Context: an optimization exercise on an open-source flow, tuned for small area. The choices shown serve that exercise and are no tape-out recipe. The RTL was checked by simulation tests, not by an equivalence proof against the original design. No driver is modelled on the clock port, so clocking that relies on it looks cheaper here than on a real chip. Power and IR drop assume default switching activity.

== job 6008 ==
==> flow/design.v (excerpt) <==
module System(
	clk,
	rst,
	mbed,
	select,
	GreenBlueServoOut,
	RedServoOut,
	BinRecycleServoOut,
	RedBlueServoOut,
	GreenOtherServoOut,
	dispenseBlueLED,
	dispenseComplete,
	dispenseGreenLED,
	dispenseRedLED,
	mainState,
	mbedOutput,
	results,
	sortBlueLED,
	sortComplete,
	sortGreenLED,
	sortRedLED
);
Size: ~820 cells after synthesis, ~0.0083 sq mm of cells after synthesis.
export LEC_CHECK = 0
export CAP_MARGIN = 20
export CORE_MARGIN = 2
export CORE_UTILIZATION = 60
export SLEW_MARGIN = 20
create_clock -name core_clock -period 10.0 [get_ports {clk}]
standard.sh (not shown) runs the stock make flow with config.mk's settings and CLKGATE_MAP_FILE= SYNTH_SCRIPT=/design/flow/synth_recipe.tcl, a recipe that flattens the netlist after the stock synthesis.
==> flow/flow/run.sh <==
#!/bin/bash
# Own layout flow: the standard ORFS flow (standard.sh, unchanged synthesis),
# with smaller port buffers, a clock tree without dummy loads built from
# clkbuf_4, and the leaf buffers whose clock pins see a slow slew upsized
# to clkbuf_8 (flow/post_cts.tcl, run at the end of the cts step).
set -euo pipefail
export BUFFER_PORTS_ARGS="-buffer_cell sky130_fd_sc_hd__buf_1"
export CTS_ARGS="-sink_clustering_enable -repair_clock_nets -dont_use_dummy_load -root_buf sky130_fd_sc_hd__clkbuf_4 -buf_list sky130_fd_sc_hd__clkbuf_4"
export POST_CTS_TCL="$PWD/flow/post_cts.tcl"
bash standard.sh synth     > log_1_synth.log     2>&1
bash standard.sh floorplan > log_2_floorplan.log 2>&1
bash standard.sh place     > log_3_place.log     2>&1
bash standard.sh cts       > log_4_cts.log       2>&1
bash standard.sh route     > log_5_route.log     2>&1
bash standard.sh finish    > log_6_finish.log    2>&1
==> flow/flow/post_cts.tcl <==
proc fix_clock_leaf_slew { limit } {
  estimate_parasitics -placement
  set n 0
  foreach inst [[ord::get_db_block] getInsts] {
    set m [[$inst getMaster] getName]
    if { $m ne "sky130_fd_sc_hd__clkbuf_4" } { continue }
    set worst 0.0
    foreach it [$inst getITerms] {
      if { ![$it isOutputSignal] } { continue }
      set net [$it getNet]
      if { $net eq "NULL" } { continue }
      foreach sink [$net getITerms] {
        if { [$sink isOutputSignal] } { continue }
        set pin [get_pins [[$sink getInst] getName]/[[$sink getMTerm] getName]]
        set s [get_property $pin slew_max]
        if { $s > $worst } { set worst $s }
      }
    }
    if { $worst > $limit } {
      replace_cell [get_cells [$inst getName]] sky130_fd_sc_hd__clkbuf_8
      incr n
    }
  }
  puts "fix_clock_leaf_slew: upsized $n clock buffers"
  return $n
}

fix_clock_leaf_slew 0.100
set result [catch { detailed_placement } msg]
if { $result != 0 } { error "Detailed placement failed after clock buffer upsizing: $msg" }
check_placement -verbose
What job 3461 does differently from job 6008 at the input level:
--- a/flow/design.v
+++ b/flow/design.v
@@ -297,61 +297,61 @@
 wire dLit = ((dPh == 2'd1) & dP) | dPh[1];	 
 assign dispenseRedLED   = dRed & dPh[1];
 assign dispenseGreenLED = (dC == 2'd1) & dLit;
 assign dispenseBlueLED  = (dC == 2'd2) & dLit;
 assign dispenseComplete = dCmpR;
 assign mainState  = mState;
 assign results    = {1'b0, mRes};
 assign mbedOutput = select ? {1'b0, mRes} : cMo;
-wire [1:0] nRB = (sRun1 & sC == 3'd0) ? 2'd1 : (sRun1 & sC == 3'd2) ? 2'd2 : 2'd0;
+wire [1:0] nRB = (sRun1 & sC == 3'd0) ? 2'd1 : (sRun1 & sC == 3'd2) ? 2'd3 : 2'd2;
 wire [1:0] nGO = (sRun1 & sC == 3'd1) ? 2'd1 : (sRun1 & sBin) ? 2'd2 : 2'd0;
 wire       nBR = sBR;
 wire       nRD = dRed & (dPh == 2'd2);
 wire       gbA = ~dRed & (((dPh == 2'd1) & dP) | ((dPh == 2'd2) & ~dP));
 wire       gbB = ~dRed & (((dPh == 2'd2) & dP) | ((dPh == 2'd3) & ~dP));
-wire [2:0] nGB = {gbB, gbA, dC[1] & (gbA | gbB)};
-wire [1:0] eRB = (mRB == 2'd0) ? nRB : (mRB == 2'd1) ? 2'd1 : (mRB == 2'd2) ? 2'd0 : 2'd2;
+wire [2:0] nGB = {(gbA & dC[1]) | (gbB & ~dC[1]), gbA | (gbB & dC[1]), gbB & dC[1]};
+wire [1:0] eRB = (mRB == 2'd0) ? nRB : mRB;
 wire [1:0] eGO = mGO[2] ? mGO[1:0] : nGO;
 wire       eBR = mBR[1] ? mBR[0] : nBR;
 wire       eRD = mRd[1] ? mRd[0] : nRD;
-wire [2:0] eGB = (mGB == 2'd0) ? nGB : (mGB == 2'd1) ? 3'b001 : (mGB == 2'd2) ? 3'b010 : 3'b101;
+wire [2:0] eGB = (mGB == 2'd0) ? nGB : {1'b0, mGB};
 reg  [13:0] pwmCnt;
 reg         pwmRun;	 
 reg  [1:0]  pRB, pGO;
 reg         pBR, pRD;
 reg  [2:0]  pGB;
 reg         oRB, oGO, oBR, oRD, oGB;
 wire [11:0] pc = pwmCnt[13:2];
 assign r0 = ~pwmRun & (pwmCnt[1:0] == 2'd0);	 
 wire pcZ = pc == 12'd0;
 wire k0  = pcZ & (pwmCnt[1:0] == 2'd0);
 wire k2  = pcZ & (pwmCnt[1:0] == 2'd2);
 reg eRBq, eGOq, eBRq, eRDq, eGBq;
 always @* begin
 	case (pRB)
 		2'd1: eRBq = &{pc[9], pc[5:3], pc[1]};		 
-		2'd2: eRBq = &{pc[7], pc[5:3], pc[0]};		 
+		2'd3: eRBq = &{pc[7], pc[5:3], pc[0]};		 
 		default: eRBq = &{pc[8], pc[6:5], pc[1:0]};	 
 	endcase
 	case (pGO)
 		2'd0: eGOq = &{pc[8], pc[6], pc[4], pc[2]};	 
 		2'd1: eGOq = &{pc[6], pc[2:1]};			 
 		2'd2: eGOq = &{pc[9], pc[5:4]};			 
 		default: eGOq = &{pc[8], pc[6:5], pc[1:0]};	 
 	endcase
 	eBRq = pBR ? &{pc[8], pc[6], pc[4:1]}		 
 	           : &{pc[9], pc[6], pc[2]};		 
 	eRDq = pRD ? &{pc[7:6], pc[3]}			 
 	           : &{pc[8:7], pc[5:3]};		 
 	case (pGB)
 		3'b010: eGBq = &{pc[8], pc[6:5], pc[1:0]};	 
 		3'b100: eGBq = &{pc[9], pc[6], pc[3:1]};	 
-		3'b011: eGBq = &{pc[8:7], pc[3], pc[1:0]};	 
-		3'b101: eGBq = &{pc[3], pc[1]};			 
+		3'b110: eGBq = &{pc[8:7], pc[3], pc[1:0]};	 
+		3'b011: eGBq = &{pc[3], pc[1]};			 
 		3'b001: eGBq = &{pc[9], pc[5], pc[2:1]};	 
 		default: eGBq = &{pc[8], pc[6:4], pc[2:0]};	 
 	endcase
 end
 always @(posedge clk)
 	if (rst) begin
 		pwmCnt <= 14'd0;
 		pwmRun <= 1'b0;
==> notes.md <==
Detailed-placement wirelength estimate: job 3461 vs job 6008 — no meaningful difference
Count of inverters other than clock inverters in the layout down 5 in job 3461 wrt job 6008
Job 6008 → job 3461: instance count on the critical path increased 2, share of the clock period used by the worst path down 0.85 points, layout filler cell count shows an increase of 1.1%, number of multi-input combinational cells went up about 1.2%.
Sort job 6008 and job 3461 by horizontal extent of the die, ascending, and job 3461 comes first.
Simple-gate share of the synthesized area in job 3461 vs job 6008: up 1.1 points
In job 3461 the first-pass GRT wire length turned out 1.7% higher than in job 6008.

Another version of the RTL of System (not shown whole).
==> flow/config.mk <==
export PLATFORM = sky130hd
export DESIGN_NAME = System
export DESIGN_NICKNAME = System
export VERILOG_FILES = /design/flow/design.v
export SDC_FILE = /design/flow/constraint.sdc
export NUM_CORES = 4
export LEC_CHECK = 0
export CAP_MARGIN = 20
export CORE_MARGIN = 2
export CORE_UTILIZATION = 75
export PLACE_DENSITY = 0.9
export SLEW_MARGIN = 20
==> flow/constraint.sdc <==
create_clock -name core_clock -period 10.0 [get_ports {clk}]
set_input_delay 2.0000 -clock core_clock [delete_from_list [all_inputs] [get_ports {clk}]]
set_output_delay 2.0000 -clock core_clock [all_outputs]
set_load 0.01 [all_outputs]
Scripts as last shown in full above: flow/flow/run.sh, flow/flow/post_cts.tcl
The first run went through all stages and came out clean.
Change:
--- a/flow/design.v
+++ b/flow/design.v
@@ -146,17 +146,17 @@
 				mState <= 5'd0;
 			if (mSortSt) mAct <= ~sCmp;
 			if (mDispSt) mAct <= ~dCmp;
 			case (mState)
 				5'd5:  mRB <= 2'd1;
 				5'd6:  mRB <= 2'd2;
 				5'd7:  mRB <= 2'd3;
-				5'd8:  mGO <= 3'b100;
-				5'd9:  mGO <= 3'b101;
-				5'd10: mGO <= 3'b110;
+				5'd8:  mGO <= 3'b110;
+				5'd9:  mGO <= 3'b100;
+				5'd10: mGO <= 3'b101;
 				5'd11: mBR <= 2'b11;
 				5'd12: mBR <= 2'b10;
 				5'd13: mRd <= 2'b11;
 				5'd14: mRd <= 2'b10;
 				5'd15: mGB <= 2'd1;
 				5'd16: mGB <= 2'd2;
 				5'd17: mGB <= 2'd3;
@@ -299,15 +299,15 @@
 assign dispenseGreenLED = (dC == 2'd1) & dLit;
 assign dispenseBlueLED  = (dC == 2'd2) & dLit;
 assign dispenseComplete = dCmpR;
 assign mainState  = mState;
 assign results    = {1'b0, mRes};
 assign mbedOutput = select ? {1'b0, mRes} : cMo;
 wire [1:0] nRB = (sRun1 & sC == 3'd0) ? 2'd1 : (sRun1 & sC == 3'd2) ? 2'd3 : 2'd2;
-wire [1:0] nGO = (sRun1 & sC == 3'd1) ? 2'd2 : (sRun1 & sBin) ? 2'd0 : 2'd1;
+wire [1:0] nGO = (sRun1 & sC == 3'd1) ? 2'd1 : (sRun1 & sBin) ? 2'd2 : 2'd0;
 wire       nBR = sBR;
 wire       nRD = dRed & (dPh == 2'd2);
 wire       gbA = ~dRed & (((dPh == 2'd1) & dP) | ((dPh == 2'd2) & ~dP));
 wire       gbB = ~dRed & (((dPh == 2'd2) & dP) | ((dPh == 2'd3) & ~dP));
 wire [2:0] nGB = {(gbA & dC[1]) | (gbB & ~dC[1]), gbA | (gbB & dC[1]), gbB & dC[1]};
 wire [1:0] eRB = (mRB == 2'd0) ? nRB : mRB;
 wire [1:0] eGO = mGO[2] ? mGO[1:0] : nGO;
@@ -329,17 +329,17 @@
 always @* begin
 	case (pRB)
 		2'd1: eRBq = &{pc[9], pc[5:3], pc[1]};		 
 		2'd3: eRBq = &{pc[7], pc[5:3], pc[0]};		 
 		default: eRBq = &{pc[8], pc[6:5], pc[1:0]};	 
 	endcase
 	case (pGO)
-		2'd1: eGOq = &{pc[8], pc[6], pc[4], pc[2]};	 
-		2'd2: eGOq = &{pc[6], pc[2:1]};			 
-		2'd0: eGOq = &{pc[9], pc[5:4]};			 
+		2'd0: eGOq = &{pc[8], pc[6], pc[4], pc[2]};	 
+		2'd1: eGOq = &{pc[6], pc[2:1]};			 
+		2'd2: eGOq = &{pc[9], pc[5:4]};			 
 		default: eGOq = &{pc[8], pc[6:5], pc[1:0]};	 
 	endcase
 	eBRq = pBR ? &{pc[8], pc[6], pc[4:1]}		 
 	           : &{pc[9], pc[6], pc[2]};		 
 	eRDq = pRD ? &{pc[7:6], pc[3]}			 
 	           : &{pc[8:7], pc[5:3]};		 
 	case (pGB)
After rerunning:
- clock skew is higher by 3.4 ps
- utilization is about the same
- cell area hardly moves
- sequential share of layout area hardly moves
- setup slack is worse by 100 ps
- hold slack gains 9.4 ps
- clock-buffer cell count is unchanged
- maximum frequency drops by 1.7%
- power fell by 0.45%
- global-route usage increases by 0.12 points

what the ideal ports hide:
The results above use ideal ports. As a check the final layouts listed here were re-extracted and re-timed, cells and wires unchanged. Step 1 assumes that a clkbuf_16 drives the clock port and a buf_2 every other input. Step 2 also shifts input and output timing later by t, the mid clock arrival at the registers, as if the neighbouring blocks saw the same clock. Slacks: ideal ports / drivers / drivers and shift; pairs: ideal ports / drivers.
| run | t (ns) | setup WS [ns] | hold slack, ns |
|---|---|---|---|
| job 6008 | 0.461 | 4.105 / 4.121 / 3.661 | 0.439 / 0.439 / 0.439 |
| job 3461 | 0.472 | 4.190 / 4.205 / 3.733 | 0.421 / 0.421 / 0.421 |
| the first run of note 2 | 0.467 | 4.212 / 4.227 / 3.760 | 0.439 / 0.439 / 0.439 |
| the second run of note 2 | 0.471 | 4.112 / 4.126 / 3.655 | 0.448 / 0.448 / 0.448 |
After both steps every run listed still meets setup and hold.
